From an optimization exercise on the open Yosys and OpenROAD flow, aimed at small area and a short achievable clock period; shortcuts taken in it are not production practice. Where RTL was checked, it was by simulation tests only, not by an equivalence proof against the original. For run 2, only the layout was checked, not whether the RTL still works. Power is estimated from default activity; no workload was simulated.

## flow/standard.sh

```bash
#!/bin/bash
# synth_recipe.tcl (not shown) runs the flow's synth.tcl, then flattens the netlist and writes it again
# the make line also repeats each setting of config.mk as NAME=value (left out here)
make -C /OpenROAD-flow-scripts/flow DESIGN_CONFIG=/design/flow/config.mk WORK_HOME=/design/flow/orfs CLKGATE_MAP_FILE= SYNTH_SCRIPT=/design/flow/synth_recipe.tcl "${@:-finish}"
```

## flow/flow/run.sh

```bash
#!/bin/bash
# Standard layout (standard.sh) with the smallest buffer on the ports and
# no CTS dummy loads.
bash standard.sh \
  "BUFFER_PORTS_ARGS=-buffer_cell sky130_fd_sc_hd__buf_1" \
  "CTS_ARGS=-sink_clustering_enable -repair_clock_nets -dont_use_dummy_load -buf_list {sky130_fd_sc_hd__clkbuf_4 sky130_fd_sc_hd__clkbuf_8}" \
  finish > standard.log 2>&1
```

## flow/constraint.sdc

```tcl
create_clock -name core_clock -period 6.5 [get_ports {clk}]
set_input_delay 1.3000 -clock core_clock [delete_from_list [all_inputs] [get_ports {clk}]]
set_output_delay 1.3000 -clock core_clock [all_outputs]
set_load 0.01 [all_outputs]
```

## flow/config.mk

```make
export PLATFORM = sky130hd
export DESIGN_NAME = fpadd_pipelined
export DESIGN_NICKNAME = fpadd_pipelined
export VERILOG_FILES = /design/flow/design.v
export SDC_FILE = /design/flow/constraint.sdc
export NUM_CORES = 4
export LEC_CHECK = 0
export ABC_AREA = 1
export CAP_MARGIN = 10
export CORE_MARGIN = 2
export CORE_UTILIZATION = 40
export SETUP_SLACK_MARGIN = 3.0
export SLEW_MARGIN = 10
export TNS_END_PERCENT = 10
```

## flow/design.v

```verilog
module fp_normalizer (
  input  [24:0] mantissa_temp,
  input  [7:0]  exp1,
  input         flush,
  output [23:0] coarse_mantissa,
  output        fine_shift,
  output [7:0]  normalized_exp
);
  reg [4:0] zero_count;
  integer i;
  always @(*) begin
    zero_count = 5'd0;
    for (i = 0; i < 25; i = i + 1)
      if (mantissa_temp[i]) zero_count = 5'd24 - i;
  end
  wire [24:0] shifted = mantissa_temp << {zero_count[4:3] | {2{flush}}, zero_count[2:1], 1'b0};
  assign coarse_mantissa = shifted[23:0];
  assign fine_shift = zero_count[0];
  assign normalized_exp = exp1 - {3'b0, zero_count};
endmodule
module fp_add8(input [7:0] a, input [7:0] b, input cin, output [7:0] s, output cout);
  wire [8:0] g0, p0;
  assign g0[0] = cin; assign p0[0] = 1'b0;
  assign g0[8:1] = a & b; assign p0[8:1] = a ^ b;
  wire g_0 = g0[1] | (p0[1] & g0[0]);
  wire p_0 = p0[1] & p0[0];
  wire g_1 = g0[2] | (p0[2] & g0[1]);
  wire p_1 = p0[2] & p0[1];
  wire g_2 = g0[3] | (p0[3] & g0[2]);
  wire p_2 = p0[3] & p0[2];
  wire g_3 = g0[4] | (p0[4] & g0[3]);
  wire p_3 = p0[4] & p0[3];
  wire g_4 = g0[5] | (p0[5] & g0[4]);
  wire p_4 = p0[5] & p0[4];
  wire g_5 = g0[6] | (p0[6] & g0[5]);
  wire p_5 = p0[6] & p0[5];
  wire g_6 = g0[7] | (p0[7] & g0[6]);
  wire p_6 = p0[7] & p0[6];
  wire g_7 = g0[8] | (p0[8] & g0[7]);
  wire p_7 = p0[8] & p0[7];
  wire g_8 = g_1 | (p_1 & g0[0]);
  wire p_8 = p_1 & p0[0];
  wire g_9 = g_2 | (p_2 & g_0);
  wire p_9 = p_2 & p_0;
  wire g_10 = g_3 | (p_3 & g_1);
  wire p_10 = p_3 & p_1;
  wire g_11 = g_4 | (p_4 & g_2);
  wire p_11 = p_4 & p_2;
  wire g_12 = g_5 | (p_5 & g_3);
  wire p_12 = p_5 & p_3;
  wire g_13 = g_6 | (p_6 & g_4);
  wire p_13 = p_6 & p_4;
  wire g_14 = g_7 | (p_7 & g_5);
  wire p_14 = p_7 & p_5;
  wire g_15 = g_10 | (p_10 & g0[0]);
  wire p_15 = p_10 & p0[0];
  wire g_16 = g_11 | (p_11 & g_0);
  wire p_16 = p_11 & p_0;
  wire g_17 = g_12 | (p_12 & g_8);
  wire p_17 = p_12 & p_8;
  wire g_18 = g_13 | (p_13 & g_9);
  wire p_18 = p_13 & p_9;
  wire g_19 = g_14 | (p_14 & g_10);
  wire p_19 = p_14 & p_10;
  wire g_20 = g_19 | (p_19 & g0[0]);
  wire p_20 = p_19 & p0[0];
  assign s[0] = p0[1] ^ g0[0];
  assign s[1] = p0[2] ^ g_0;
  assign s[2] = p0[3] ^ g_8;
  assign s[3] = p0[4] ^ g_9;
  assign s[4] = p0[5] ^ g_15;
  assign s[5] = p0[6] ^ g_16;
  assign s[6] = p0[7] ^ g_17;
  assign s[7] = p0[8] ^ g_18;
  assign cout = g_20;
endmodule
module fp_cmp31(input [30:0] a, input [30:0] b, output ge, output ge_hi);
  wire [30:0] g0 = a & ~b;
  wire [30:0] p0 = a | ~b;
  wire g_0 = g0[1] | (p0[1] & g0[0]);
  wire p_0 = p0[1] & p0[0];
  wire g_1 = g0[3] | (p0[3] & g0[2]);
  wire p_1 = p0[3] & p0[2];
  wire g_2 = g0[5] | (p0[5] & g0[4]);
  wire p_2 = p0[5] & p0[4];
  wire g_3 = g0[7] | (p0[7] & g0[6]);
  wire p_3 = p0[7] & p0[6];
  wire g_4 = g0[9] | (p0[9] & g0[8]);
  wire p_4 = p0[9] & p0[8];
  wire g_5 = g0[11] | (p0[11] & g0[10]);
  wire p_5 = p0[11] & p0[10];
  wire g_6 = g0[13] | (p0[13] & g0[12]);
  wire p_6 = p0[13] & p0[12];
  wire g_7 = g0[15] | (p0[15] & g0[14]);
  wire p_7 = p0[15] & p0[14];
  wire g_8 = g0[17] | (p0[17] & g0[16]);
  wire p_8 = p0[17] & p0[16];
  wire g_9 = g0[19] | (p0[19] & g0[18]);
  wire p_9 = p0[19] & p0[18];
  wire g_10 = g0[21] | (p0[21] & g0[20]);
  wire p_10 = p0[21] & p0[20];
  wire g_11 = g_1 | (p_1 & g_0);
  wire p_11 = p_1 & p_0;
  wire g_12 = g_3 | (p_3 & g_2);
  wire p_12 = p_3 & p_2;
  wire g_13 = g_5 | (p_5 & g_4);
  wire p_13 = p_5 & p_4;
  wire g_14 = g_7 | (p_7 & g_6);
  wire p_14 = p_7 & p_6;
  wire g_15 = g_9 | (p_9 & g_8);
  wire p_15 = p_9 & p_8;
  wire g_16 = g0[22] | (p0[22] & g_10);
  wire p_16 = p0[22] & p_10;
  wire g_17 = g_12 | (p_12 & g_11);
  wire p_17 = p_12 & p_11;
  wire g_18 = g_14 | (p_14 & g_13);
  wire p_18 = p_14 & p_13;
  wire g_19 = g_16 | (p_16 & g_15);
  wire p_19 = p_16 & p_15;
  wire g_20 = g_18 | (p_18 & g_17);
  wire p_20 = p_18 & p_17;
  wire g_21 = g_19 | (p_19 & g_20);
  wire p_21 = p_19 & p_20;
  wire g_22 = g0[24] | (p0[24] & g0[23]);
  wire p_22 = p0[24] & p0[23];
  wire g_23 = g0[26] | (p0[26] & g0[25]);
  wire p_23 = p0[26] & p0[25];
  wire g_24 = g0[28] | (p0[28] & g0[27]);
  wire p_24 = p0[28] & p0[27];
  wire g_25 = g0[30] | (p0[30] & g0[29]);
  wire p_25 = p0[30] & p0[29];
  wire g_26 = g_23 | (p_23 & g_22);
  wire p_26 = p_23 & p_22;
  wire g_27 = g_25 | (p_25 & g_24);
  wire p_27 = p_25 & p_24;
  wire g_28 = g_27 | (p_27 & g_26);
  wire p_28 = p_27 & p_26;
  assign ge_hi = g_28 | p_28;
  assign ge = g_28 | (p_28 & (g_21 | p_21));
endmodule
module fp_add25(input [24:0] a, input [24:0] b, input cin, output [24:0] s, output cout);
  wire [25:0] g0, p0;
  assign g0[0] = cin; assign p0[0] = 1'b0;
  assign g0[25:1] = a & b; assign p0[25:1] = a ^ b;
  wire g_0 = g0[1] | (p0[1] & g0[0]);
  wire p_0 = p0[1] & p0[0];
  wire g_1 = g0[2] | (p0[2] & g0[1]);
  wire p_1 = p0[2] & p0[1];
  wire g_2 = g0[3] | (p0[3] & g0[2]);
  wire p_2 = p0[3] & p0[2];
  wire g_3 = g0[4] | (p0[4] & g0[3]);
  wire p_3 = p0[4] & p0[3];
  wire g_4 = g0[5] | (p0[5] & g0[4]);
  wire p_4 = p0[5] & p0[4];
  wire g_5 = g0[6] | (p0[6] & g0[5]);
  wire p_5 = p0[6] & p0[5];
  wire g_6 = g0[7] | (p0[7] & g0[6]);
  wire p_6 = p0[7] & p0[6];
  wire g_7 = g0[8] | (p0[8] & g0[7]);
  wire p_7 = p0[8] & p0[7];
  wire g_8 = g0[9] | (p0[9] & g0[8]);
  wire p_8 = p0[9] & p0[8];
  wire g_9 = g0[10] | (p0[10] & g0[9]);
  wire p_9 = p0[10] & p0[9];
  wire g_10 = g0[11] | (p0[11] & g0[10]);
  wire p_10 = p0[11] & p0[10];
  wire g_11 = g0[12] | (p0[12] & g0[11]);
  wire p_11 = p0[12] & p0[11];
  wire g_12 = g0[13] | (p0[13] & g0[12]);
  wire p_12 = p0[13] & p0[12];
  wire g_13 = g0[14] | (p0[14] & g0[13]);
  wire p_13 = p0[14] & p0[13];
  wire g_14 = g0[15] | (p0[15] & g0[14]);
  wire p_14 = p0[15] & p0[14];
  wire g_15 = g0[16] | (p0[16] & g0[15]);
  wire p_15 = p0[16] & p0[15];
  wire g_16 = g0[17] | (p0[17] & g0[16]);
  wire p_16 = p0[17] & p0[16];
  wire g_17 = g0[18] | (p0[18] & g0[17]);
  wire p_17 = p0[18] & p0[17];
  wire g_18 = g0[19] | (p0[19] & g0[18]);
  wire p_18 = p0[19] & p0[18];
  wire g_19 = g0[20] | (p0[20] & g0[19]);
  wire p_19 = p0[20] & p0[19];
  wire g_20 = g0[21] | (p0[21] & g0[20]);
  wire p_20 = p0[21] & p0[20];
  wire g_21 = g0[22] | (p0[22] & g0[21]);
  wire p_21 = p0[22] & p0[21];
  wire g_22 = g0[23] | (p0[23] & g0[22]);
  wire p_22 = p0[23] & p0[22];
  wire g_23 = g0[24] | (p0[24] & g0[23]);
  wire p_23 = p0[24] & p0[23];
  wire g_24 = g0[25] | (p0[25] & g0[24]);
  wire p_24 = p0[25] & p0[24];
  wire g_25 = g_1 | (p_1 & g0[0]);
  wire p_25 = p_1 & p0[0];
  wire g_26 = g_2 | (p_2 & g_0);
  wire p_26 = p_2 & p_0;
  wire g_27 = g_3 | (p_3 & g_1);
  wire p_27 = p_3 & p_1;
  wire g_28 = g_4 | (p_4 & g_2);
  wire p_28 = p_4 & p_2;
  wire g_29 = g_5 | (p_5 & g_3);
  wire p_29 = p_5 & p_3;
  wire g_30 = g_6 | (p_6 & g_4);
  wire p_30 = p_6 & p_4;
  wire g_31 = g_7 | (p_7 & g_5);
  wire p_31 = p_7 & p_5;
  wire g_32 = g_8 | (p_8 & g_6);
  wire p_32 = p_8 & p_6;
  wire g_33 = g_9 | (p_9 & g_7);
  wire p_33 = p_9 & p_7;
  wire g_34 = g_10 | (p_10 & g_8);
  wire p_34 = p_10 & p_8;
  wire g_35 = g_11 | (p_11 & g_9);
  wire p_35 = p_11 & p_9;
  wire g_36 = g_12 | (p_12 & g_10);
  wire p_36 = p_12 & p_10;
  wire g_37 = g_13 | (p_13 & g_11);
  wire p_37 = p_13 & p_11;
  wire g_38 = g_14 | (p_14 & g_12);
  wire p_38 = p_14 & p_12;
  wire g_39 = g_15 | (p_15 & g_13);
  wire p_39 = p_15 & p_13;
  wire g_40 = g_16 | (p_16 & g_14);
  wire p_40 = p_16 & p_14;
  wire g_41 = g_17 | (p_17 & g_15);
  wire p_41 = p_17 & p_15;
  wire g_42 = g_18 | (p_18 & g_16);
  wire p_42 = p_18 & p_16;
  wire g_43 = g_19 | (p_19 & g_17);
  wire p_43 = p_19 & p_17;
  wire g_44 = g_20 | (p_20 & g_18);
  wire p_44 = p_20 & p_18;
  wire g_45 = g_21 | (p_21 & g_19);
  wire p_45 = p_21 & p_19;
  wire g_46 = g_22 | (p_22 & g_20);
  wire p_46 = p_22 & p_20;
  wire g_47 = g_23 | (p_23 & g_21);
  wire p_47 = p_23 & p_21;
  wire g_48 = g_24 | (p_24 & g_22);
  wire p_48 = p_24 & p_22;
  wire g_49 = g_27 | (p_27 & g0[0]);
  wire p_49 = p_27 & p0[0];
  wire g_50 = g_28 | (p_28 & g_0);
  wire p_50 = p_28 & p_0;
  wire g_51 = g_29 | (p_29 & g_25);
  wire p_51 = p_29 & p_25;
  wire g_52 = g_30 | (p_30 & g_26);
  wire p_52 = p_30 & p_26;
  wire g_53 = g_31 | (p_31 & g_27);
  wire p_53 = p_31 & p_27;
  wire g_54 = g_32 | (p_32 & g_28);
  wire p_54 = p_32 & p_28;
  wire g_55 = g_33 | (p_33 & g_29);
  wire p_55 = p_33 & p_29;
  wire g_56 = g_34 | (p_34 & g_30);
  wire p_56 = p_34 & p_30;
  wire g_57 = g_35 | (p_35 & g_31);
  wire p_57 = p_35 & p_31;
  wire g_58 = g_36 | (p_36 & g_32);
  wire p_58 = p_36 & p_32;
  wire g_59 = g_37 | (p_37 & g_33);
  wire p_59 = p_37 & p_33;
  wire g_60 = g_38 | (p_38 & g_34);
  wire p_60 = p_38 & p_34;
  wire g_61 = g_39 | (p_39 & g_35);
  wire p_61 = p_39 & p_35;
  wire g_62 = g_40 | (p_40 & g_36);
  wire p_62 = p_40 & p_36;
  wire g_63 = g_41 | (p_41 & g_37);
  wire p_63 = p_41 & p_37;
  wire g_64 = g_42 | (p_42 & g_38);
  wire p_64 = p_42 & p_38;
  wire g_65 = g_43 | (p_43 & g_39);
  wire p_65 = p_43 & p_39;
  wire g_66 = g_44 | (p_44 & g_40);
  wire p_66 = p_44 & p_40;
  wire g_67 = g_45 | (p_45 & g_41);
  wire p_67 = p_45 & p_41;
  wire g_68 = g_46 | (p_46 & g_42);
  wire p_68 = p_46 & p_42;
  wire g_69 = g_47 | (p_47 & g_43);
  wire p_69 = p_47 & p_43;
  wire g_70 = g_48 | (p_48 & g_44);
  wire p_70 = p_48 & p_44;
  wire g_71 = g_53 | (p_53 & g0[0]);
  wire p_71 = p_53 & p0[0];
  wire g_72 = g_54 | (p_54 & g_0);
  wire p_72 = p_54 & p_0;
  wire g_73 = g_55 | (p_55 & g_25);
  wire p_73 = p_55 & p_25;
  wire g_74 = g_56 | (p_56 & g_26);
  wire p_74 = p_56 & p_26;
  wire g_75 = g_57 | (p_57 & g_49);
  wire p_75 = p_57 & p_49;
  wire g_76 = g_58 | (p_58 & g_50);
  wire p_76 = p_58 & p_50;
  wire g_77 = g_59 | (p_59 & g_51);
  wire p_77 = p_59 & p_51;
  wire g_78 = g_60 | (p_60 & g_52);
  wire p_78 = p_60 & p_52;
  wire g_79 = g_61 | (p_61 & g_53);
  wire p_79 = p_61 & p_53;
  wire g_80 = g_62 | (p_62 & g_54);
  wire p_80 = p_62 & p_54;
  wire g_81 = g_63 | (p_63 & g_55);
  wire p_81 = p_63 & p_55;
  wire g_82 = g_64 | (p_64 & g_56);
  wire p_82 = p_64 & p_56;
  wire g_83 = g_65 | (p_65 & g_57);
  wire p_83 = p_65 & p_57;
  wire g_84 = g_66 | (p_66 & g_58);
  wire p_84 = p_66 & p_58;
  wire g_85 = g_67 | (p_67 & g_59);
  wire p_85 = p_67 & p_59;
  wire g_86 = g_68 | (p_68 & g_60);
  wire p_86 = p_68 & p_60;
  wire g_87 = g_69 | (p_69 & g_61);
  wire p_87 = p_69 & p_61;
  wire g_88 = g_70 | (p_70 & g_62);
  wire p_88 = p_70 & p_62;
  wire g_89 = g_79 | (p_79 & g0[0]);
  wire p_89 = p_79 & p0[0];
  wire g_90 = g_80 | (p_80 & g_0);
  wire p_90 = p_80 & p_0;
  wire g_91 = g_81 | (p_81 & g_25);
  wire p_91 = p_81 & p_25;
  wire g_92 = g_82 | (p_82 & g_26);
  wire p_92 = p_82 & p_26;
  wire g_93 = g_83 | (p_83 & g_49);
  wire p_93 = p_83 & p_49;
  wire g_94 = g_84 | (p_84 & g_50);
  wire p_94 = p_84 & p_50;
  wire g_95 = g_85 | (p_85 & g_51);
  wire p_95 = p_85 & p_51;
  wire g_96 = g_86 | (p_86 & g_52);
  wire p_96 = p_86 & p_52;
  wire g_97 = g_87 | (p_87 & g_71);
  wire p_97 = p_87 & p_71;
  wire g_98 = g_88 | (p_88 & g_72);
  wire p_98 = p_88 & p_72;
  assign s[0] = p0[1] ^ g0[0];
  assign s[1] = p0[2] ^ g_0;
  assign s[2] = p0[3] ^ g_25;
  assign s[3] = p0[4] ^ g_26;
  assign s[4] = p0[5] ^ g_49;
  assign s[5] = p0[6] ^ g_50;
  assign s[6] = p0[7] ^ g_51;
  assign s[7] = p0[8] ^ g_52;
  assign s[8] = p0[9] ^ g_71;
  assign s[9] = p0[10] ^ g_72;
  assign s[10] = p0[11] ^ g_73;
  assign s[11] = p0[12] ^ g_74;
  assign s[12] = p0[13] ^ g_75;
  assign s[13] = p0[14] ^ g_76;
  assign s[14] = p0[15] ^ g_77;
  assign s[15] = p0[16] ^ g_78;
  assign s[16] = p0[17] ^ g_89;
  assign s[17] = p0[18] ^ g_90;
  assign s[18] = p0[19] ^ g_91;
  assign s[19] = p0[20] ^ g_92;
  assign s[20] = p0[21] ^ g_93;
  assign s[21] = p0[22] ^ g_94;
  assign s[22] = p0[23] ^ g_95;
  assign s[23] = p0[24] ^ g_96;
  assign s[24] = p0[25] ^ g_97;
  assign cout = g_98;
endmodule
module fpadd_pipelined (input clk,
                        input reset,
                        input [31:0] reg_A,
                        input [31:0] reg_B,
                        output [31:0] out);
  localparam FINE = 3;
  localparam DSEL = 0;
  localparam [7:0] EXP_ADJ = 8'd1;
  wire [7:0] ea = reg_A[30:23];
  wire [7:0] eb = reg_B[30:23];
  wire [7:0] dab, dba;
  wire cab, cba;
  fp_add8 sub_ab(.a(ea), .b(~eb), .cin(1'b1), .s(dab), .cout(cab));
  fp_add8 sub_ba(.a(eb), .b(~ea), .cin(1'b1), .s(dba), .cout(cba));
  wire a_ge_b, exp_ge;
  fp_cmp31 cmp_ab(.a(reg_A[30:0]), .b(reg_B[30:0]), .ge(a_ge_b), .ge_hi(exp_ge));
  wire [7:0] d = exp_ge ? dab : dba;
  wire [4:0] s = d[4:0];
  wire big = |d[7:5];
  wire [7:0] d_hi = exp_le ? dba : dab;
  wire exp_le = cba;
  wire [22:0] fmn = a_ge_b ? reg_B[22:0] : reg_A[22:0];
  wire [23:0] m0 = {1'b1, fmn} >> {s[4:FINE], {FINE{1'b0}}};
  reg        s0_sign, s0_sub, s0_valid;
  reg [7:0]  s0_exp;
  reg [22:0] s0_fmx;
  reg [23:0] s0_m;
  reg [FINE-1:0] s0_shift;
  reg        s0_big;
  reg [FINE-1:0] s0_shift_hi;
  reg        s0_big_hi;
  always @(posedge clk or posedge reset)
    if (reset) s0_valid <= 1'b0;
    else       s0_valid <= 1'b1;
  always @(posedge clk) begin
    s0_sign  <= a_ge_b ? reg_A[31] : reg_B[31];
    s0_sub   <= reg_A[31] ^ reg_B[31];
    s0_exp   <= a_ge_b ? ea : eb;
    s0_fmx   <= a_ge_b ? reg_A[22:0] : reg_B[22:0];
    s0_m     <= m0;
    s0_shift <= s[FINE-1:0];
    s0_big   <= big;
    s0_shift_hi <= d_hi[FINE-1:0];
    s0_big_hi <= |d_hi[7:5];
  end
  wire [23:0] m_lo = s0_m >> s0_shift;
  wire [23:0] m_hi = s0_m >> s0_shift_hi;
  wire [23:0] m_sh = {m_hi[23:12], m_lo[11:0]};
  wire [23:0] m = m_sh & {{12{~s0_big_hi}}, {12{~s0_big}}};
  wire [24:0] t;
  wire t_cout;
  fp_add25 add_t(.a({2'b01, s0_fmx}), .b({s0_sub, m ^ {24{s0_sub}}}), .cin(s0_sub),
                 .s(t), .cout(t_cout));
  reg        s1_sign, s1_valid, s1_ezero;
  reg [7:0]  s1_exp1;
  reg [24:0] s1_t;
  always @(posedge clk or posedge reset)
    if (reset) s1_valid <= 1'b0;
    else       s1_valid <= s0_valid;
  always @(posedge clk) begin
    s1_sign  <= s0_sign;
    s1_exp1  <= s0_exp + EXP_ADJ;
    s1_ezero <= ~|s0_exp;
    s1_t     <= t;
  end
  wire [23:0] coarse;
  wire        fine;
  wire [7:0]  nexp;
  fp_normalizer fp_normalizer(.mantissa_temp(s1_t),
                              .exp1(s1_exp1),
                              .coarse_mantissa(coarse),
                              .fine_shift(fine),
                              .flush(~s1_valid),
                              .normalized_exp(nexp));
  wire low_zero = ~|s1_t[23:0];
  wire res_zero = low_zero & (~s1_t[24] | (~s1_sign & s1_ezero));
  wire se_zero  = ~s1_valid | res_zero;
  reg        r2_sign, r2_fine;
  reg [7:0]  r2_exp;
  reg [23:0] r2_man;
  always @(posedge clk or posedge reset)
    if (reset) begin
      r2_sign <= 1'b0;
      r2_exp  <= 8'b0;
      r2_man  <= 24'b0;
      r2_fine <= 1'b0;
    end else begin
      r2_sign <= se_zero ? 1'b0 : s1_sign;
      r2_exp  <= se_zero ? 8'b0 : nexp;
      r2_man  <= coarse;
      r2_fine <= fine;
    end
  wire [22:0] frac = r2_fine ? r2_man[22:0] : r2_man[23:1];
  assign out = {r2_sign, r2_exp, frac};
endmodule
```

==> results of run 1 <==
per-stage QoR:
stage	cell area (um^2)	hold slack [ns]	worst slack, ns	total power [mW]
6_report	9951	0.3373	3.174	3.852
5_1_grt	9951	0.3429	2.912	4.215
4_1_cts	9881	0.3382	2.995	3.850
3_5_place_dp	9637	0.3154	2.680	3.336
3_3_place_gp	9637	0.3115	2.635	3.329
2_1_floorplan	9154	0.3096	3.275	2.825
power by group:
part / total, mW / internal, mW / switching [mW]
combinational: 2.04 / 0.712 / 1.33
clock: 0.503 / 0.230 / 0.274
sequential: 1.31 / 1.09 / 0.215
total: 3.85 / 2.03 / 1.82
repair_timing:
item | CTS | global route
resized for setup | 3 | 17
pin swaps | 0 | 1
setup buffers | 0 | 3
endpoints found under the setup margin | 11 | 17
cloned | 0 | 1
kinds of logic after synthesis:
group | count (synthesis) | synth area share
AND/OR/NAND/NOR | 550 | 0.2484
AO/OA/AOI/OAI | 317 | 0.1968
buffers and inverters | 222 | 0.09978
flip-flops | 135 | 0.3149
XOR/XNOR | 63 | 0.06028
adder cells (fa/ha/maj) | 49 | 0.06944
multiplexers | 9 | 0.009978
other | 1 | 0.0004097
worst register-to-register path, cell delays in order, from the launching register on:
cell        delay [ns]
dfxtp_4           0.46
clkinvlp_4        0.20
buf_4             0.19
nand2_1           0.06
o21ai_0           0.10
a21oi_1           0.19
nand2_1           0.09
xor2_1            0.15
ha_1              0.37
nand2_1           0.14
a21oi_1           0.05
a211oi_1          0.22
o21ai_2           0.15
a21oi_1           0.24
o21ai_1           0.12
nand3_1           0.09
nand2_1           0.08
nand2_1           0.08
nand2_1           0.06
xor2_1            0.14
cell usage in the layout (no fill, tap or decap), types with 3 or more instances in the layout:
cell and count:
o21a_1 5, dfxtp_1 95, buf_1 97, nor2_1 100, mux2i_1 8, o21ai_1 39
dfrtp_1 35, nor3_1 11, nand4_1 8, nor4_2 3, nand3_1 48, xnor2_1 10
o21ai_0 115, nor3b_1 3, a21oi_1 78, inv_2 9, or2_1 4, inv_1 161
ha_1 46, a31oi_1 4, xor2_1 53, buf_4 6, nand2_1 352, fa_1 3
a211oi_1 4, clkinvlp_4 3, a21oi_2 3, nand2_2 11, clkbuf_8 17, o211ai_1 29
o21ai_2 8, o22ai_1 21
final timing paths:
kind	startpoint	endpoint
max in group asynchronous	reset	r2_fine$_DFF_PP0_
setup / recovery	reg_B[23]	s0_m[2]$_DFF_P_
hold reg to reg	s0_sign$_DFF_P_	s1_sign$_DFF_P_
setup reg to reg	s0_shift[1]$_DFF_P_	s1_t[20]$_DFF_P_
min in group asynchronous	reset	r2_man[20]$_DFF_PP0_
hold / removal	s0_sign$_DFF_P_	s1_sign$_DFF_P_
registers in the layout, summed over array words and instances (netlist names), 2 cells and up:
signal	count
s1_t	25
s0_exp	8
s1_exp1	8
s0_m	24
r2_exp	8
s0_fmx	23
s0_shift_hi	3
r2_man	24
s0_shift	2
metal layers:
layer  track usage  part of all wire
met3       0.03593             0.039
met5             0           0.00029
met4       0.07077             0.021
met1        0.2565              0.47
met2        0.3414              0.47
final cells by class:
| cell class | count | area [um^2] | share of cell area |
|---|---|---|---|
| timing repair buffer | 103 | 409.1 | 0.04112 |
| tap | 285 | 356.6 | 0.03584 |
| multi-input combinational | 989 | 5384 | 0.5411 |
| sequential | 135 | 2894 | 0.2908 |
| clock buffer | 17 | 234.0 | 0.02351 |
| inverter | 174 | 665.6 | 0.06689 |
| timing repair inverter | 1 | 7.507 | 0.0007544 |
==> flow_summary.json, run 1 <==
{
  "drt_iter0_drc": 438,
  "cp-start-kind": "input pin",
  "synth_area_leaders": "dfxtp_1 (22%), nand2_1 (14%), dfrtp_1 (9.8%)",
  "synth_cell_types": 48,
  "min_period_ns": 3.326,
  "p_leak_nw": 4.753,
  "wl_per_cell_um": 14.25,
  "slew_headroom": 0.5298,
  "synth-seq-cells": 135,
  "finClkSkew_ns": 0.03019,
  "drtAntennaViolNets": 0,
  "antenna_found_initial": 1,
  "synth_edf_count": 0,
  "place_congestion": 0.9071,
  "fin_cells": 1704,
  "n_antenna_cell": 0,
  "yosys.area.top_type": "dfxtp_1",
  "arrival_ns": 3.67,
  "synthFlopType": "dfxtp_1",
  "fmax_ghz": 0.3007,
  "worstSkewPairLatency_ns": 0.44,
  "worst_slew_pin_slew_ns": 0.7006,
  "first_pass_iters": 5,
  "clk_pin_slew_ns": 0.07,
  "core_area_mm2": 0.02257,
  "io_pins": 98,
  "cp_top_family": "compound AO/OA/AOI/OAI gates",
  "area_growth_pct": 8.707,
  "yosysSeqAreaShare": 0.3149,
  "ir_drop_uv": 122.8,
  "cpMostUsedCell": "inv_1",
  "htreeDepth": 4,
  "crit_fanout": 77,
  "dp_hpwl_um": 19820,
  "synth_cells": 1346,
  "die_width_um": 155.3,
  "synth.top_cells.by_count": "nand2_1 (352), inv_1 (163), o21ai_0 (117)",
  "finalWirelength_um": 24290,
  "rows": 55,
  "syn_area_mm2": 0.009154,
  "start_util": 0.4055,
  "cp-end-kind": "flop",
  "cts_hold_buffers": 0,
  "clock_path_buffers": 2,
  "grt_setup_unrepaired": "yes",
  "grt_pass1_wl_um": 38770,
  "min_path_cells": 0,
  "ys_warn_count": 2,
  "final_util": 0.4409,
  "viasPerCell": 5.032,
  "status": "finished clean",
  "final_nets": 1536,
  "post-route-period-util": 0.5117,
  "root_buffer": "clkbuf_8",
  "cap_violations": 0,
  "first_global_vias": 7915,
  "die_area_mm2": 0.02411,
  "synthArstFlopShare": 0.2667,
  "fill_cells": 2426,
  "power.density_mw_per_mm2": 387.1,
  "cts_buffers": 17,
  "grt_max_degree": 78,
  "regToRegSetupSlack_ns": 3.22,
  "setup-tns-final_ns": 0,
  "r2r_cells": 19,
  "cts_tree": "done",
  "slew_viol_final": 0,
  "syn_area_per_cell_um2": 6.801,
  "setup_viol": 0,
  "grt-ovfl-total": 0,
  "path_depth": 11,
  "hold_class": "reg2reg",
  "drive_gt1_frac": 0.05567,
  "critPathMaxStageDelay_ns": 0.51,
  "crit_type": "in2reg",
  "cp.required_ns": 6.85,
  "critical_path_buf_inv_count": 4,
  "yosysTopAreaCellShare": 0.2165,
  "dp.cells": 1683,
  "path_cells": "buf_1 -> inv_1 -> ha_1 -> inv_1 -> fa_1 -> o21a_1 -> o21a_2 -> nand2_2 -> buf_4 -> o21ai_0 -> o211ai_1",
  "io_buffers": 97,
  "track_usage": 0.2007,
  "cts_num_sinks": 135,
  "synth_most_common_cell": "nand2_1",
  "die_h_um": 155.3,
  "slowest_stage": "buf_4",
  "hold_viol": 0,
  "drc": 0,
  "via_count": 8575
}
==> run 2: changes to the inputs <==
--- a/flow/design.v
+++ b/flow/design.v
@@ -373,7 +373,7 @@
                         input [31:0] reg_B,
                         output [31:0] out);
   localparam FINE = 3;
-  localparam DSEL = 0;
+  localparam DSEL = 1;
   localparam [7:0] EXP_ADJ = 8'd1;
   wire [7:0] ea = reg_A[30:23];
   wire [7:0] eb = reg_B[30:23];
@@ -383,7 +383,7 @@
   fp_add8 sub_ba(.a(eb), .b(~ea), .cin(1'b1), .s(dba), .cout(cba));
   wire a_ge_b, exp_ge;
   fp_cmp31 cmp_ab(.a(reg_A[30:0]), .b(reg_B[30:0]), .ge(a_ge_b), .ge_hi(exp_ge));
-  wire [7:0] d = exp_ge ? dab : dba;
+  wire [7:0] d = a_ge_b ? dab : dba;
   wire [4:0] s = d[4:0];
   wire big = |d[7:5];
   wire [7:0] d_hi = exp_le ? dba : dab;
--- a/flow/config.mk
+++ b/flow/config.mk
@@ -6,9 +6,9 @@
 export NUM_CORES = 4
 export LEC_CHECK = 0
 export ABC_AREA = 1
-export CAP_MARGIN = 10
+export CAP_MARGIN = 20
 export CORE_MARGIN = 2
 export CORE_UTILIZATION = 40
 export SETUP_SLACK_MARGIN = 3.0
-export SLEW_MARGIN = 10
+export SLEW_MARGIN = 20
 export TNS_END_PERCENT = 10
==> run 2 against run 1 <==
Still clean. Area after synthesis is essentially flat. Hold slack gained 0.029 ns. Synthesized cell count grew 0.74%. Global-route usage shrank 1.0 points. Wire length shrank 4.4%. Sequential share of layout area shrank 0.48 points. Maximum frequency grew 0.26%. Combinational power is essentially flat. Clock skew grew 0.010 ns. Clock-buffer cell count is the same. Largest power group unchanged.
==> flow_summary.json, run 2 <==
{
  "cp.required_ns": 6.85,
  "root_buffer": "clkbuf_8",
  "path_cells": "buf_1 -> inv_1 -> ha_1 -> inv_1 -> fa_1 -> nor2_1 -> a211oi_1 -> nor2_1 -> a2111oi_4 -> buf_6 -> nand2_8 -> o21ai_4 -> o21ai_2 -> nor2_4 -> nand2_1 -> o21ai_0",
  "setup-tns-final_ns": 0,
  "die_h_um": 155.3,
  "finClkSkew_ns": 0.04015,
  "p_seq_frac": 0.338,
  "crit_path_end": "s0_m[13]$_SDFF_PP0_",
  "synthArstFlopShare": 0.2667,
  "final_nets": 1564,
  "first_pass_iters": 7,
  "p_sw_mw": 1.780,
  "setup_ws_ns": 3.183,
  "synth_cell_types": 57,
  "slowest_stage": "a2111oi_4",
  "worstSkewPairLatency_ns": 0.46,
  "min_period_ns": 3.317,
  "n_antenna_cell": 0,
  "yosysSeqAreaShare": 0.3150,
  "syn_area_mm2": 0.009153,
  "io_pins": 98,
  "grt_max_degree": 51,
  "synth_area_leaders": "dfxtp_1 (22%), nand2_1 (15%), dfrtp_1 (9.8%)",
  "crit_fanout": 26,
  "dp_hpwl_um": 17990,
  "grt_setup_unrepaired": "yes",
  "cts_hold_buffers": 0,
  "track_usage": 0.1903,
  "design_area_mm2": 0.01012,
  "cts_buffers": 17,
  "largest_register_ff_count": 25,
  "start_util": 0.4055,
  "drc": 0,
  "rows": 55,
  "core_area_mm2": 0.02257,
  "synth-seq-cells": 135,
  "drive_gt1_frac": 0.06220,
  "first_global_vias": 7767,
  "clkPwrFrac": 0.131,
  "clk_pin_slew_ns": 0.07,
  "grt-ovfl-total": 0,
  "place_congestion": 0.9200,
  "critPathMaxStageDelay_ns": 0.33,
  "swShare": 0.4649,
  "power.density_mw_per_mm2": 378.4,
  "synth_cells": 1356,
  "htreeDepth": 4,
  "area_growth_pct": 10.55,
  "yosys.area.top_type": "dfxtp_1",
  "syn_area_per_cell_um2": 6.750,
  "wl_per_cell_um": 13.41,
  "arrival_ns": 3.67,
  "drt_iter0_drc": 337,
  "die_width_um": 155.3,
  "cts_num_sinks": 135,
  "regArea_mm2": 0.002894,
  "drtAntennaViolNets": 0,
  "largest_registers": "s1_t (25), r2_man (24), s0_m (24)",
  "io_buffers": 97,
  "cts_tree": "done",
  "fill_cells": 2397,
  "slew_viol_final": 0,
  "holdWs_ns": 0.3666,
  "final_util": 0.4483,
  "post_dp_cell_area_mm2": 0.009600,
  "die_area_mm2": 0.02411,
  "clock_path_buffers": 2,
  "cp-start-kind": "input pin",
  "layout_common_cells": "nand2_1 (368), inv_1 (146), o21ai_0 (127), nor2_1 (122), buf_1 (97)",
  "grt_pass1_wl_um": 37150,
  "r2r_cells": 12,
  "crit_type": "in2reg",
  "hold_class": "reg2reg",
  "synthFlopType": "dfxtp_1",
  "finalWirelength_um": 23230,
  "startpoint": "reg_B[23]",
  "layout_commonest_cell": "nand2_1",
  "cp-end-kind": "flop",
  "place_ws_ns": 2.075,
  "status": "finished clean",
  "p_leak_nw": 4.863,
  "largest-register": "s1_t",
  "cap_violations": 0,
  "synth_edf_count": 0,
  "synth.top_cells.by_count": "nand2_1 (369), inv_1 (148), o21ai_0 (132)",
  "yosysTopAreaCellShare": 0.2165,
  "setup_viol": 0,
  "slew_headroom": 0.5538,
  "combPwrFrac": 0.531,
  "ir_drop_uv": 132.4,
  "worst_slew_pin_slew_ns": 0.6648,
  "synth_most_common_cell": "nand2_1",
  "regToRegSetupSlack_ns": 3.22,
  "rr_startpoint": "s0_sub$_DFF_P_",
  "post-route-period-util": 0.5104,
  "antenna_found_initial": 0,
  "fmax_ghz": 0.3014,
  "r2r-end": "s1_t[23]$_DFF_P_",
  "via_count": 8568,
  "viasPerCell": 4.947,
  "ys_warn_count": 2,
  "p_int_mw": 2.048,
  "multi_input_area_mm2": 0.005472,
  "hold_viol": 0
}
-- run 2: how the worst min path moves through the flow --
stage | endpoint | startpoint | slack (ns) | cells past startpoint
final | s1_valid$_DFF_PP0_ | s0_valid$_DFF_PP0_ | 0.37 | 0
after global routing | s1_valid$_DFF_PP0_ | s0_valid$_DFF_PP0_ | 0.38 | 0
after CTS | s1_valid$_DFF_PP0_ | s0_valid$_DFF_PP0_ | 0.37 | 0
after detailed placement | s1_sign$_DFF_P_ | s0_sign$_DFF_P_ | 0.34 | 0
after global placement | s1_valid$_DFF_PP0_ | s0_valid$_DFF_PP0_ | 0.33 | 0
after floorplan | s1_sign$_DFF_P_ | s0_sign$_DFF_P_ | 0.31 | 0
-- run 2: cell families after synthesis --
logic type	synth area share
and+or+nand+nor	0.2641
xor gates and xnor gates	0.06124
DFF	0.3150
buffers and inverters	0.09720
AOI/OAI and AO/OA	0.1826
muxes	0.009980
other	0.0004097
adders and majority gates	0.06945
-- run 2: power groups by stage --
stage / clock, mW / combinational (mW) / sequential [mW]
final: 0.501 / 2.03 / 1.29
after global placement: 0 / 1.93 / 1.31
after global routing: 0.549 / 2.33 / 1.33
after detailed placement: 0 / 1.95 / 1.31
after floorplan: 0 / 1.57 / 1.21
after CTS: 0.515 / 1.98 / 1.30
-- run 2: metrics by stage --
| stage | std cells | total power [mW] |
|---|---|---|
| 5_1_grt | 1732 | 4.208 |
| 6_report | 1732 | 3.828 |
| 3_5_place_dp | 1690 | 3.260 |
| 4_1_cts | 1715 | 3.794 |
| 2_1_floorplan | 1356 | 2.779 |
| 3_3_place_gp | 1690 | 3.243 |
-- run 2: worst max-delay path: cells and delay by family --
kind                       cells  cell delay (ns)
buffers and inverters          4             0.42
and+or+nand+nor                5             0.61
AOI/OAI and AO/OA              5             0.94
adders and majority gates      2             0.38
-- run 2: cell type report --
| type | instances | area share |
|---|---|---|
| repair buffers | 118 | 0.05317 |
| flip-flops and latches | 135 | 0.2860 |
| repair inverters | 2 | 0.001237 |
| well taps | 285 | 0.03524 |
| inverters | 159 | 0.06047 |
| clock buffers | 17 | 0.02312 |
| multi-input cells | 1016 | 0.5407 |
-- run 2: layer usage --
metal / GRT usage / wire, um / vias to the layer above
li1: - / - / 4567
met1: 0.2393 / 10320 / 3785
met2: 0.3393 / 11710 / 189
met3: 0.02507 / 751 / 27
met4: 0.05941 / 449 / 0
met5: 0 / 0 / -
-- run 2: repair_timing --
item,in CTS,in global routing
resized for setup,6,21
endpoints found under the setup margin,47,42
cloned,3,3
setup buffers,5,14
hold endpoints to repair,0,0
pin swaps,4,3
==> run 3: changes to the inputs <==
--- a/flow/design.v
+++ b/flow/design.v
@@ -373,7 +373,7 @@
                         input [31:0] reg_B,
                         output [31:0] out);
   localparam FINE = 3;
-  localparam DSEL = 1;
+  localparam DSEL = 0;
   localparam [7:0] EXP_ADJ = 8'd1;
   wire [7:0] ea = reg_A[30:23];
   wire [7:0] eb = reg_B[30:23];
@@ -383,7 +383,7 @@
   fp_add8 sub_ba(.a(eb), .b(~ea), .cin(1'b1), .s(dba), .cout(cba));
   wire a_ge_b, exp_ge;
   fp_cmp31 cmp_ab(.a(reg_A[30:0]), .b(reg_B[30:0]), .ge(a_ge_b), .ge_hi(exp_ge));
-  wire [7:0] d = a_ge_b ? dab : dba;
+  wire [7:0] d = exp_ge ? dab : dba;
   wire [4:0] s = d[4:0];
   wire big = |d[7:5];
   wire [7:0] d_hi = exp_le ? dba : dab;
==> flow/flow/run.sh (replaced) <==
#!/bin/bash
# Standard layout (standard.sh) with the smallest buffer on the ports and
# no CTS dummy loads.
bash standard.sh \
  "BUFFER_PORTS_ARGS=-buffer_cell sky130_fd_sc_hd__buf_1" \
  "CTS_ARGS=-sink_clustering_enable -repair_clock_nets -dont_use_dummy_load -buf_list sky130_fd_sc_hd__clkbuf_4 -sink_clustering_size 6 -sink_clustering_max_diameter 25 -sink_clustering_levels 2" \
  finish > standard.log 2>&1
==> run 3 against run 2 <==
Sequential cell count unchanged. Power down 2.7%. Die area barely moved. Synthesized cell count shrank 0.74%. Critical endpoint is now s0_big_hi$_DFF_P_. Largest power group unchanged. Highest routed layer unchanged.
==> flow_summary.json, run 3 <==
{
  "grt_pass1_wl_um": 38820,
  "place_congestion": 0.9071,
  "grt_setup_unrepaired": "yes",
  "multi_input_area_mm2": 0.005380,
  "yosys.area.top_type": "dfxtp_1",
  "largest_registers": "s1_t (25), r2_man (24), s0_m (24)",
  "die_h_um": 155.3,
  "fin_cells": 1704,
  "drtAntennaViolNets": 0,
  "crit_fanout": 6,
  "regArea_mm2": 0.002894,
  "holdWs_ns": 0.3513,
  "via_count": 8573,
  "synthFlopType": "dfxtp_1",
  "worstSkewPairLatency_ns": 0.55,
  "first_pass_iters": 5,
  "synth_cells": 1346,
  "cts_buffers": 17,
  "synth_cell_types": 48,
  "synth_edf_count": 0,
  "ys_warn_count": 2,
  "finClkSkew_ns": 0.04292,
  "hold_class": "reg2reg",
  "ir_drop_uv": 112.0,
  "synth_most_common_cell": "nand2_1",
  "largest_register_ff_count": 25,
  "io_buffers": 97,
  "slew_viol_final": 0,
  "status": "finished clean",
  "grt_max_degree": 78,
  "rows": 55,
  "die_area_mm2": 0.02411,
  "p_total_mw": 3.724,
  "post-route-period-util": 0.5023,
  "fill_cells": 2440,
  "largest-register": "s1_t",
  "critical_path_buf_inv_count": 3,
  "cts_num_sinks": 135,
  "critPathMaxStageDelay_ns": 0.44,
  "drive_gt1_frac": 0.05430,
  "setup_viol": 0,
  "core_area_mm2": 0.02257,
  "layout_common_cells": "nand2_1 (352), inv_1 (161), o21ai_0 (114), nor2_1 (100), buf_1 (97)",
  "setup-tns-final_ns": 0,
  "syn_area_mm2": 0.009154,
  "cp_top_family": "compound AO/OA/AOI/OAI gates",
  "place_ws_ns": 2.680,
  "clock_path_buffers": 2,
  "io_pins": 98,
  "yosysSeqAreaShare": 0.3149,
  "synth_area_leaders": "dfxtp_1 (22%), nand2_1 (14%), dfrtp_1 (9.8%)",
  "design_area_mm2": 0.009833,
  "p_leak_nw": 4.703,
  "cp.required_ns": 6.90,
  "start_util": 0.4055,
  "cap_violations": 0,
  "drt_iter0_drc": 438,
  "dp.cells": 1683,
  "final_nets": 1535,
  "crit_type": "in2reg",
  "grt-ovfl-total": 0,
  "arrival_ns": 3.67,
  "cp-start-kind": "input pin",
  "slowest_stage": "a21oi_1",
  "fmax_ghz": 0.3063,
  "cp-end-kind": "flop",
  "wl_per_cell_um": 14.26,
  "min_period_ns": 3.265,
  "synthArstFlopShare": 0.2667,
  "path_cells": "buf_1 -> inv_1 -> ha_1 -> inv_1 -> fa_1 -> nand2_1 -> a21oi_1 -> o21ai_0 -> a21oi_1 -> o21ai_0 -> nand2_1 -> a21oi_1 -> o21ai_0",
  "worst_slew_pin_slew_ns": 0.6548,
  "final_util": 0.4356,
  "synth-seq-cells": 135,
  "htreeDepth": 4,
  "power.density_mw_per_mm2": 378.8,
  "viasPerCell": 5.031,
  "layout_commonest_cell": "nand2_1",
  "antenna_found_initial": 1,
  "setup_ws_ns": 3.235,
  "area_growth_pct": 7.422,
  "drc": 0,
  "synth.top_cells.by_count": "nand2_1 (352), inv_1 (163), o21ai_0 (117)",
  "syn_area_per_cell_um2": 6.801,
  "post_dp_cell_area_mm2": 0.009637,
  "clk_pin_slew_ns": 0.09,
  "cts_hold_buffers": 0,
  "yosysTopAreaCellShare": 0.2165,
  "first_global_vias": 7907,
  "die_width_um": 155.3,
  "slew_headroom": 0.5605,
  "finalWirelength_um": 24310,
  "dp_hpwl_um": 19820,
  "root_buffer": "clkbuf_4",
  "cts_tree": "done",
  "hold_viol": 0,
  "track_usage": 0.2006
}
## run 3: changes by cell type after synthesis, sizes merged, moves of 6 or more
cell	delta
nand2	-11
inv	+18
a21oi	+6
o21ai	-14
o211ai	+21
nor2	-21
o22ai	+10
nand3	-13
## run 3: final timing paths
check                                        from                    to  slack, ns  depth (start not counted)
hold reg to reg                   s0_sign$_DFF_P_       s1_sign$_DFF_P_       0.35                          0
hold / removal                    s0_sign$_DFF_P_       s1_sign$_DFF_P_       0.35                          0
setup reg to reg           s0_shift_hi[0]$_DFF_P_      s1_t[20]$_DFF_P_       3.25                         21
min in group asynchronous                   reset  r2_man[20]$_DFF_PP0_       0.80                          3
max in group asynchronous                   reset     r2_sign$_DFF_PP0_       5.36                          3
setup / recovery                        reg_A[23]     s0_big_hi$_DFF_P_       3.23                         13
## run 3: timing repair
| item | CTS | global route |
|---|---|---|
| gates resized for setup | 3 | 17 |
| cloned | 0 | 1 |
| buffers inserted | 0 | 2 |
| pin swaps | 0 | 1 |
| endpoints found under the setup margin | 12 | 14 |
## run 3: report_power, final
| part | total (mW) | switching [mW] | internal (mW) |
|---|---|---|---|
| Combinational | 2.04 | 1.33 | 0.710 |
| Sequential | 1.30 | 0.213 | 1.09 |
| Clock | 0.379 | 0.260 | 0.119 |
| Total | 3.72 | 1.81 | 1.92 |
## run 3: logic make-up (layout without fill, tap and decap cells)
kind of cell	Yosys count	count (layout)	synth area share
flops	135	135	0.3149
mux	9	9	0.009978
buf+inv	222	294	0.09978
xor+xnor	63	63	0.06028
simple gates	550	550	0.2484
fa+ha+maj	49	49	0.06944
other cells	1	2	0.0004097
compound gates	317	317	0.1968
## run 3: per-layer routing
layer / vias up / wire length [um] / global-route usage
li1: 4523 / - / -
met5: - / 0 / 0
met4: 0 / 506 / 0.06116
met2: 216 / 11570 / 0.3454
met1: 3789 / 11260 / 0.2584
met3: 45 / 965 / 0.03315
## run 3: cell type report
cell class	count	share of cell area
timing repair buffer	102	0.04059
tap	285	0.03626
timing repair inverter	1	0.0007635
inverter	174	0.06769
antenna	1	0.0002545
sequential	135	0.2943
multi-input combinational	989	0.5471
clock buffer	17	0.01298
## run 3: worst register-to-register path, stage by stage, from the launching register on
cell      delay [ns]
dfxtp_4         0.44
inv_4           0.20
nand2_1         0.08
nand2_1         0.06
inv_1           0.04
nand2_1         0.05
o21ai_0         0.11
a21oi_1         0.18
nand2_1         0.09
xor2_1          0.15
ha_1            0.37
nand2_1         0.14
a21oi_1         0.05
a211oi_1        0.22
o21ai_2         0.15
a21oi_1         0.25
o21ai_1         0.12
nand3_1         0.09
nand2_1         0.08
nand2_1         0.08
nand2_1         0.06
xor2_1          0.14
==> run 4: changes to the inputs <==
==> flow/flow/run.sh (replaced) <==
#!/bin/bash
# Standard layout (standard.sh) with the smallest buffer on the ports and
# no CTS dummy loads.
bash standard.sh \
  "BUFFER_PORTS_ARGS=-buffer_cell sky130_fd_sc_hd__buf_1" \
  "CTS_ARGS=-sink_clustering_enable -repair_clock_nets -dont_use_dummy_load -buf_list {sky130_fd_sc_hd__clkbuf_2 sky130_fd_sc_hd__clkbuf_4} -root_buf sky130_fd_sc_hd__clkbuf_8" \
  finish > standard.log 2>&1
==> run 4 against run 3 <==
Still clean. First-iteration DRC count down 3.4%. Clock skew down 0.0019 ns. Critical endpoint is now s0_m[2]$_DFF_P_. Largest cell class unchanged. Hold slack worse by 0.00053 ns. Maximum frequency down 1.9%.
==> flow_summary.json, run 4 <==
{
  "status": "finished clean",
  "slowest_stage": "buf_4",
  "n_antenna_cell": 0,
  "yosys.area.top_type": "dfxtp_1",
  "r2r_cells": 21,
  "antenna_found_initial": 0,
  "cp.required_ns": 6.84,
  "layout_commonest_cell": "nand2_1",
  "arrival_ns": 3.67,
  "min_period_ns": 3.330,
  "hold_viol": 0,
  "io_pins": 98,
  "final_nets": 1535,
  "fin_cells": 1703,
  "cts_hold_buffers": 0,
  "startpoint": "reg_B[23]",
  "ys_warn_count": 2,
  "grt_max_degree": 78,
  "root_buffer": "clkbuf_8",
  "setup_viol": 0,
  "io_buffers": 97,
  "grt-ovfl-total": 0,
  "viasPerCell": 5.018,
  "synth_cells": 1346,
  "path_depth": 11,
  "htreeDepth": 4,
  "cap_violations": 0,
  "track_usage": 0.2006,
  "layout_common_cells": "nand2_1 (352), inv_1 (161), o21ai_0 (115), nor2_1 (100), buf_1 (97)",
  "die_h_um": 155.3,
  "drtAntennaViolNets": 0,
  "yosysSeqAreaShare": 0.3149,
  "fmax_ghz": 0.3003,
  "die_area_mm2": 0.02411,
  "cp-start-kind": "input pin",
  "start_util": 0.4055,
  "slew_headroom": 0.5387,
  "drt_iter0_drc": 423,
  "syn_area_mm2": 0.009154,
  "largest_registers": "s1_t (25), r2_man (24), s0_m (24)",
  "setup-tns-final_ns": 0,
  "regToRegSetupSlack_ns": 3.25,
  "synthArstFlopShare": 0.2667,
  "cts_tree": "done",
  "crit_type": "in2reg",
  "die_width_um": 155.3,
  "area_growth_pct": 7.504,
  "finalWirelength_um": 24280,
  "synth.top_cells.by_count": "nand2_1 (352), inv_1 (163), o21ai_0 (117)",
  "wl_per_cell_um": 14.26,
  "synth_cell_types": 48,
  "power.density_mw_per_mm2": 379.2,
  "r2r-end": "s1_t[20]$_DFF_P_",
  "cts_buffers": 17,
  "synth_edf_count": 0,
  "place_congestion": 0.9071,
  "first_global_vias": 7907,
  "synthFlopType": "dfxtp_1",
  "crit_path_end": "s0_m[2]$_DFF_P_",
  "path_cells": "buf_1 -> inv_1 -> ha_1 -> inv_1 -> fa_1 -> o21a_1 -> o21a_2 -> nand2_2 -> buf_4 -> o21ai_0 -> o211ai_1",
  "rr_startpoint": "s0_shift_hi[0]$_DFF_P_",
  "p_leak_nw": 4.706,
  "post-route-period-util": 0.5123,
  "slew_viol_final": 0,
  "grt_setup_unrepaired": "yes",
  "cts_num_sinks": 135,
  "core_area_mm2": 0.02257,
  "hold_class": "reg2reg",
  "worst_slew_pin_slew_ns": 0.6874,
  "worstSkewPairLatency_ns": 0.43,
  "rows": 55,
  "first_pass_iters": 4,
  "synth_most_common_cell": "nand2_1",
  "clock_path_buffers": 2,
  "critical_path_buf_inv_count": 4,
  "clk_pin_slew_ns": 0.11,
  "yosysTopAreaCellShare": 0.2165,
  "drive_gt1_frac": 0.05501,
  "synth_area_leaders": "dfxtp_1 (22%), nand2_1 (14%), dfrtp_1 (9.8%)",
  "largest-register": "s1_t",
  "crit_fanout": 77,
  "dp.cells": 1683,
  "dp_hpwl_um": 19820,
  "cp-end-kind": "flop",
  "syn_area_per_cell_um2": 6.801,
  "largest_register_ff_count": 25,
  "cp_top_family": "compound AO/OA/AOI/OAI gates",
  "via_count": 8546,
  "synth-seq-cells": 135,
  "cpMostUsedCell": "inv_1",
  "grt_pass1_wl_um": 38820,
  "finClkSkew_ns": 0.04098,
  "drc": 0,
  "ir_drop_uv": 109.5,
  "critPathMaxStageDelay_ns": 0.51
}
run 4: worst min-delay path by stage:
stage / startpoint / end / slack [ns] / cells after the start
final: s0_sign$_DFF_P_ / s1_sign$_DFF_P_ / 0.35 / 0
after global routing: s0_sign$_DFF_P_ / s1_sign$_DFF_P_ / 0.35 / 0
after CTS: s0_sign$_DFF_P_ / s1_sign$_DFF_P_ / 0.35 / 0
after detailed placement: s0_sign$_DFF_P_ / s1_sign$_DFF_P_ / 0.32 / 0
after global placement: s0_sign$_DFF_P_ / s1_sign$_DFF_P_ / 0.31 / 0
after floorplan: s0_sign$_DFF_P_ / s1_sign$_DFF_P_ / 0.31 / 0
run 4: cells by family after synthesis:
logic type                 synth area share
AOI/OAI and AO/OA                    0.1968
xor gates and xnor gates            0.06028
adders and majority gates           0.06944
buffers and inverters               0.09978
DFF                                  0.3149
muxes                              0.009978
other                             0.0004097
and+or+nand+nor                      0.2484
run 4: layer usage:
layer | vias to the layer above | GRT usage | share of wire
met1 | 3763 | 0.2584 | 0.47
met4 | 0 | 0.06116 | 0.019
met5 | - | 0 | 0
li1 | 4519 | - | -
met3 | 41 | 0.03315 | 0.039
met2 | 223 | 0.3454 | 0.48
run 4: layout make-up:
| type | instances | area (um^2) |
|---|---|---|
| sequential | 135 | 2894 |
| tap | 285 | 356.6 |
| timing repair inverter | 1 | 7.507 |
| multi-input combinational | 989 | 5384 |
| clock buffer | 17 | 133.9 |
| inverter | 174 | 665.6 |
| fill | 2440 | 12730 |
| timing repair buffer | 102 | 399.1 |
run 4: power by group:
| group | switching (mW) | internal [mW] | leakage [nW] |
|---|---|---|---|
| clock network | 0.258 | 0.128 | 0.0808 |
| registers | 0.213 | 1.09 | 1.29 |
| logic | 1.33 | 0.710 | 3.34 |
| total | 1.80 | 1.93 | 4.71 |
run 4: worst register-to-register path, cell delays in order, from the launching register on:
cell,delay (ns)
dfxtp_4,0.44
inv_4,0.20
nand2_1,0.08
nand2_1,0.06
inv_1,0.05
nand2_1,0.05
o21ai_0,0.11
a21oi_1,0.18
nand2_1,0.09
xor2_1,0.15
ha_1,0.37
nand2_1,0.14
a21oi_1,0.05
a211oi_1,0.22
o21ai_2,0.15
a21oi_1,0.24
o21ai_1,0.12
nand3_1,0.09
nand2_1,0.08
nand2_1,0.08
nand2_1,0.06
xor2_1,0.14
run 4: stage by stage:
stage                     utilization  worst slack [ns]  power [mW]  hold slack [ns]  area [um^2]
final                          0.4360             3.170       3.732           0.3507         9841
after global routing           0.4360             2.919       4.089           0.3539         9841
after detailed placement       0.4269             2.680       3.336           0.3154         9637
after CTS                      0.4333             2.992       3.731           0.3501         9781
after floorplan                     -             3.275       2.825           0.3096         9154
after global placement         0.4269             2.635       3.329           0.3115         9637
run 4: timing repair:
action                                  4_1_cts  5_1_grt
gates cloned                                  0        1
hold endpoints to repair                      0        0
endpoints found under the setup margin       11       17
pin swaps                                     0        1
resized for setup                             3       17
setup buffers                                 0        2
==> run 5: changes to the inputs <==
==> flow/flow/run.sh (replaced) <==
#!/bin/bash
# Standard layout (standard.sh) with the smallest buffer on the ports and
# no CTS dummy loads.
bash standard.sh \
  "BUFFER_PORTS_ARGS=-buffer_cell sky130_fd_sc_hd__buf_1" \
  "CTS_ARGS=-sink_clustering_enable -repair_clock_nets -dont_use_dummy_load -buf_list sky130_fd_sc_hd__clkbuf_4 -root_buf sky130_fd_sc_hd__clkbuf_8 -sink_clustering_max_diameter 20" \
  finish > standard.log 2>&1
==> run 5 against run 4 <==
Still clean. Synthesized cell count stayed put. Clock-buffer cell count stayed put. Global-route usage unchanged. Hold slack unchanged. Non-clock buffer count unchanged. Critical path depth unchanged. Cell count unchanged. Via count unchanged. Sequential share of layout area is the same. Critical endpoint unchanged. Largest power group unchanged.
==> flow_summary.json, run 5 <==
{
  "io_pins": 98,
  "clock_path_buffers": 2,
  "clk_pin_slew_ns": 0.11,
  "synth_top_family_by_area": "simple AND/OR/NAND/NOR gates",
  "synth-compound-area-share": 0.1968,
  "yosysTopAreaCellShare": 0.2165,
  "yosysSeqAreaShare": 0.3149,
  "worstSkewPairLatency_ns": 0.43,
  "worst_slew_pin_slew_ns": 0.6874,
  "antenna_found_initial": 0,
  "crit_type": "in2reg",
  "die_width_um": 155.3,
  "min_path_cells": 0,
  "final_nets": 1535,
  "largest-register": "s1_t",
  "wl_per_cell_um": 14.26,
  "slew_viol_final": 0,
  "place_congestion": 0.9071,
  "cpMostUsedCell": "inv_1",
  "synth.top_cells.by_count": "nand2_1 (352), inv_1 (163), o21ai_0 (117)",
  "min_period_ns": 3.330,
  "syn_area_mm2": 0.009154,
  "slew_headroom": 0.5387,
  "synth_area_leaders": "dfxtp_1 (22%), nand2_1 (14%), dfrtp_1 (9.8%)",
  "r2r_cells": 21,
  "first_global_vias": 7907,
  "via_count": 8546,
  "rows": 55,
  "fill_cells": 2440,
  "synth.area.mux_share": 0.009978,
  "drc": 0,
  "p_leak_nw": 4.706,
  "dp.cells": 1683,
  "fmax_ghz": 0.3003,
  "largest_register_ff_count": 25,
  "synth_xor_xnor_area_share": 0.06028,
  "post-route-period-util": 0.5123,
  "status": "finished clean",
  "ir_drop_uv": 109.5,
  "setup_viol": 0,
  "root_buffer": "clkbuf_8",
  "layout_common_cells": "nand2_1 (352), inv_1 (161), o21ai_0 (115), nor2_1 (100), buf_1 (97)",
  "viasPerCell": 5.018,
  "start_util": 0.4055,
  "synthFlopType": "dfxtp_1",
  "synth_most_common_cell": "nand2_1",
  "syn_area_per_cell_um2": 6.801,
  "hold_viol": 0,
  "n_antenna_cell": 0,
  "htreeDepth": 4,
  "cp-start-kind": "input pin",
  "layout_commonest_cell": "nand2_1",
  "first_pass_iters": 4,
  "ys_warn_count": 2,
  "fin_cells": 1703,
  "synth_fa_ha_area_frac": 0.06944,
  "grt_max_degree": 78,
  "finalWirelength_um": 24280,
  "track_usage": 0.2006,
  "cp.required_ns": 6.84,
  "cap_violations": 0,
  "critPathMaxStageDelay_ns": 0.51,
  "cts_tree": "done",
  "crit_fanout": 77,
  "slowest_stage": "buf_4",
  "regToRegSetupSlack_ns": 3.25,
  "cts_num_sinks": 135,
  "power.density_mw_per_mm2": 379.2,
  "io_buffers": 97,
  "drive_gt1_frac": 0.05501,
  "area_growth_pct": 7.504,
  "grt_setup_unrepaired": "yes",
  "holdWs_ns": 0.3507,
  "path_cells": "buf_1 -> inv_1 -> ha_1 -> inv_1 -> fa_1 -> o21a_1 -> o21a_2 -> nand2_2 -> buf_4 -> o21ai_0 -> o211ai_1",
  "synthArstFlopShare": 0.2667,
  "cp-end-kind": "flop",
  "largest_registers": "s1_t (25), r2_man (24), s0_m (24)",
  "die_h_um": 155.3,
  "grt-ovfl-total": 0,
  "synth_cells": 1346,
  "synth-seq-cells": 135,
  "die_area_mm2": 0.02411,
  "dp_hpwl_um": 19820,
  "hold_class": "reg2reg",
  "cts_buffers": 17,
  "arrival_ns": 3.67,
  "finClkSkew_ns": 0.04098,
  "synth_cell_types": 48,
  "yosys.area.top_type": "dfxtp_1",
  "drtAntennaViolNets": 0,
  "core_area_mm2": 0.02257,
  "synth_edf_count": 0,
  "grt_pass1_wl_um": 38820,
  "synth-simple-area-share": 0.2484,
  "setup-tns-final_ns": 0,
  "drt_iter0_drc": 423
}
## run 5: cell counts after synthesis
Identical to the previous run, type by type.
## run 5: final cells by class
| class | instances | area (um^2) | share of cell area |
|---|---|---|---|
| Multi-Input combinational cell | 989 | 5384 | 0.5471 |
| Sequential cell | 135 | 2894 | 0.2941 |
| Inverter | 174 | 665.6 | 0.06764 |
| Timing Repair Buffer | 102 | 399.1 | 0.04056 |
| Tap cell | 285 | 356.6 | 0.03624 |
| Clock buffer | 17 | 133.9 | 0.01360 |
| Timing Repair inverter | 1 | 7.507 | 0.0007629 |
## run 5: repair_timing
action,in CTS,in global routing
resized for setup,3,17
setup buffers,0,2
hold buffers,0,0
pin swaps,0,1
endpoints found under the setup margin,11,17
gates cloned,0,1
## run 5: critical path: cells and delay by family
kind	cells	cell delay (ns)
adders and majority gates	2	0.59
AOI/OAI and AO/OA	4	0.91
and+or+nand+nor	1	0.08
buffers and inverters	4	0.76
## run 5: per-stage QoR
stage                       util  instance area [um^2]  setup WS [ns]  power (mW)
after detailed placement  0.4269                  9637          2.680       3.336
after CTS                 0.4333                  9781          2.992       3.731
after global routing      0.4360                  9841          2.919       4.089
after global placement    0.4269                  9637          2.635       3.329
after floorplan                -                  9154          3.275       2.825
final                     0.4360                  9841          3.170       3.732
## run 5: path summary, 6_finish.rpt
| check | startpoint | to |
|---|---|---|
| min in group asynchronous | reset | r2_man[20]$_DFF_PP0_ |
| max in group asynchronous | reset | r2_sign$_DFF_PP0_ |
| setup reg to reg | s0_shift_hi[0]$_DFF_P_ | s1_t[20]$_DFF_P_ |
| hold reg to reg | s0_sign$_DFF_P_ | s1_sign$_DFF_P_ |
| setup / recovery | reg_B[23] | s0_m[2]$_DFF_P_ |
| hold / removal | s0_sign$_DFF_P_ | s1_sign$_DFF_P_ |
## run 5: report_power, final
part / internal [mW] / total, mW / leakage [nW] / switching [mW]
logic: 0.710 / 2.04 / 3.34 / 1.33
clock network: 0.128 / 0.386 / 0.0808 / 0.258
registers: 1.09 / 1.30 / 1.29 / 0.213
## run 5: cell families (layout without fill, tap and decap cells)
logic type / Yosys count / in the layout
DFF: 135 / 135
xor gates and xnor gates: 63 / 63
buffers and inverters: 222 / 294
muxes: 9 / 9
and+or+nand+nor: 550 / 550
AOI/OAI and AO/OA: 317 / 317
adders and majority gates: 49 / 49
other: 1 / 1
## run 5: per-layer routing
layer,GRT usage,wire length (um)
met5,0,0
met3,0.03315,948
met2,0.3454,11560
met4,0.06116,472
met1,0.2584,11300
==> run 6: changes to the inputs <==
==> flow/flow/run.sh (replaced) <==
#!/bin/bash
# Standard layout (standard.sh) with the smallest buffer on the ports and
# no CTS dummy loads.
bash standard.sh \
  "BUFFER_PORTS_ARGS=-buffer_cell sky130_fd_sc_hd__buf_1" \
  "CTS_ARGS=-sink_clustering_enable -repair_clock_nets -dont_use_dummy_load -buf_list {sky130_fd_sc_hd__clkbuf_4 sky130_fd_sc_hd__clkbuf_8}" REMOVE_ABC_BUFFERS=1 \
  finish > standard.log 2>&1
==> run 6 against run 5 <==
Sequential power about the same. Wire length decreased by 7.6%. Combinational power about the same. Sequential cell count unchanged. Sequential share of layout area decreased by 0.45 points. Via count decreased by 1.5%. Critical endpoint is now s0_big_hi$_DFF_P_. Largest cell class unchanged. Highest routed layer unchanged.
==> flow_summary.json, run 6 <==
{
  "status": "finished clean",
  "synthFlopType": "dfxtp_1",
  "arrival_ns": 3.62,
  "synth-seq-cells": 135,
  "post-route-period-util": 0.5093,
  "synth_area_leaders": "dfxtp_1 (22%), nand2_1 (14%), dfrtp_1 (9.8%)",
  "setup_viol": 0,
  "drive_gt1_frac": 0.05825,
  "largest_registers": "s1_t (25), r2_man (24), s0_m (24)",
  "hold_class": "reg2reg",
  "start_util": 0.4055,
  "cap_violations": 0,
  "synth_cell_types": 48,
  "slew_headroom": 0.5611,
  "htreeDepth": 4,
  "yosys.area.top_type": "dfxtp_1",
  "viasPerCell": 4.924,
  "r2r-end": "s1_t[20]$_DFF_P_",
  "syn_area_mm2": 0.009154,
  "p_total_mw": 3.813,
  "grt_max_degree": 69,
  "io_pins": 98,
  "wl_per_cell_um": 13.12,
  "die_area_mm2": 0.02411,
  "top_usage_layer": "met2",
  "layout_commonest_cell": "nand2_1",
  "clock_path_buffers": 2,
  "r2r_cells": 19,
  "grt_setup_unrepaired": "yes",
  "place_congestion": 0.9128,
  "largest-register": "s1_t",
  "cp-end-kind": "flop",
  "drt_iter0_drc": 417,
  "io_buffers": 97,
  "core_area_mm2": 0.02257,
  "holdWs_ns": 0.3307,
  "cts_buffers": 17,
  "syn_area_per_cell_um2": 6.801,
  "setup-tns-final_ns": 0,
  "hp-start": "s0_sign$_DFF_P_",
  "gr-usage-met3": 0.02674,
  "worstSkewPairLatency_ns": 0.45,
  "cts_num_sinks": 135,
  "cp-start-kind": "input pin",
  "cp.required_ns": 6.81,
  "n_antenna_cell": 0,
  "crit_fanout": 6,
  "drtAntennaViolNets": 0,
  "min_period_ns": 3.311,
  "hold_end": "s1_sign$_DFF_P_",
  "worst_slew_pin_slew_ns": 0.6540,
  "rr_startpoint": "s0_shift[1]$_DFF_P_",
  "fin_cells": 1710,
  "finalWirelength_um": 22430,
  "die_width_um": 155.3,
  "synth.top_cells.by_count": "nand2_1 (352), inv_1 (163), o21ai_0 (117)",
  "min_path_cells": 0,
  "via_count": 8420,
  "final_nets": 1542,
  "synth_most_common_cell": "nand2_1",
  "power.density_mw_per_mm2": 381.5,
  "fmax_ghz": 0.3021,
  "die_h_um": 155.3,
  "first_global_vias": 7700,
  "synth_cells": 1346,
  "cts_tree": "done",
  "hold_viol": 0,
  "grt-ovfl-total": 0,
  "largest_register_ff_count": 25,
  "dp_hpwl_um": 18240,
  "dp.cells": 1683
}
## run 6: timing repair
item / 4_1_cts / 5_1_grt
gates resized for setup: 3 / 18
buffers inserted: 0 / 9
gates cloned: 0 / 1
setup endpoints to repair: 30 / 42
pin swaps: 0 / 1
## run 6: report_power, final
| part | leakage, nW | switching (mW) | internal, mW |
|---|---|---|---|
| registers | 1.29 | 0.204 | 1.09 |
| logic | 3.38 | 1.30 | 0.723 |
| clock network | 0.122 | 0.268 | 0.229 |
## run 6: cells by family after synthesis
kind of cell | Yosys count | synth area share
XOR/XNOR | 63 | 0.06028
adder cells (fa/ha/maj) | 49 | 0.06944
AO/OA/AOI/OAI | 317 | 0.1968
AND/OR/NAND/NOR | 550 | 0.2484
flip-flops | 135 | 0.3149
multiplexers | 9 | 0.009978
buffers and inverters | 222 | 0.09978
other | 1 | 0.0004097
## run 6: metal layers
layer	part of all wire	vias up
met1	0.46	3686
met2	0.49	163
met5	0	-
li1	-	4534
met3	0.035	37
met4	0.021	0
## run 6: per-stage QoR
step	cell area, um^2	worst slack, ns
floorplan	8894	2.657
finish	9995	3.189
detailed placement	9637	2.328
global route	9995	2.860
global placement	9637	2.387
CTS	9881	2.793
## run 6: final cells by class
type	instances	area, um^2
well taps	285	356.6
repair inverters	1	7.507
multi-input cells	989	5373
clock buffers	17	234.0
repair buffers	109	464.2
fillers	2406	12580
inverters	174	665.6
flip-flops and latches	135	2894
## run 6: how the worst max path moves through the flow
stage | startpoint | end | slack, ns | cells after the start
after global routing | s1_t[1]$_DFF_P_ | r2_exp[7]$_DFF_PP0_ | 2.86 | 19
after CTS | reg_B[23] | s0_m[6]$_DFF_P_ | 2.79 | 13
final | reg_A[23] | s0_big_hi$_DFF_P_ | 3.19 | 13
after floorplan | reg_B[23] | s0_m[6]$_DFF_P_ | 2.66 | 11
after detailed placement | reg_B[23] | s0_m[6]$_DFF_P_ | 2.33 | 13
after global placement | reg_A[23] | s0_m[6]$_DFF_P_ | 2.39 | 12
## run 6: critical path: stages
cell and delay [ns]:
buf_1 0.10, inv_1 0.06, ha_1 0.21, inv_1 0.07, fa_1 0.37, nand2_1 0.11
a21oi_1 0.07, o21ai_0 0.29, a21oi_1 0.12, o21ai_0 0.28, nand2_1 0.12, a21oi_2 0.32
o21ai_0 0.17
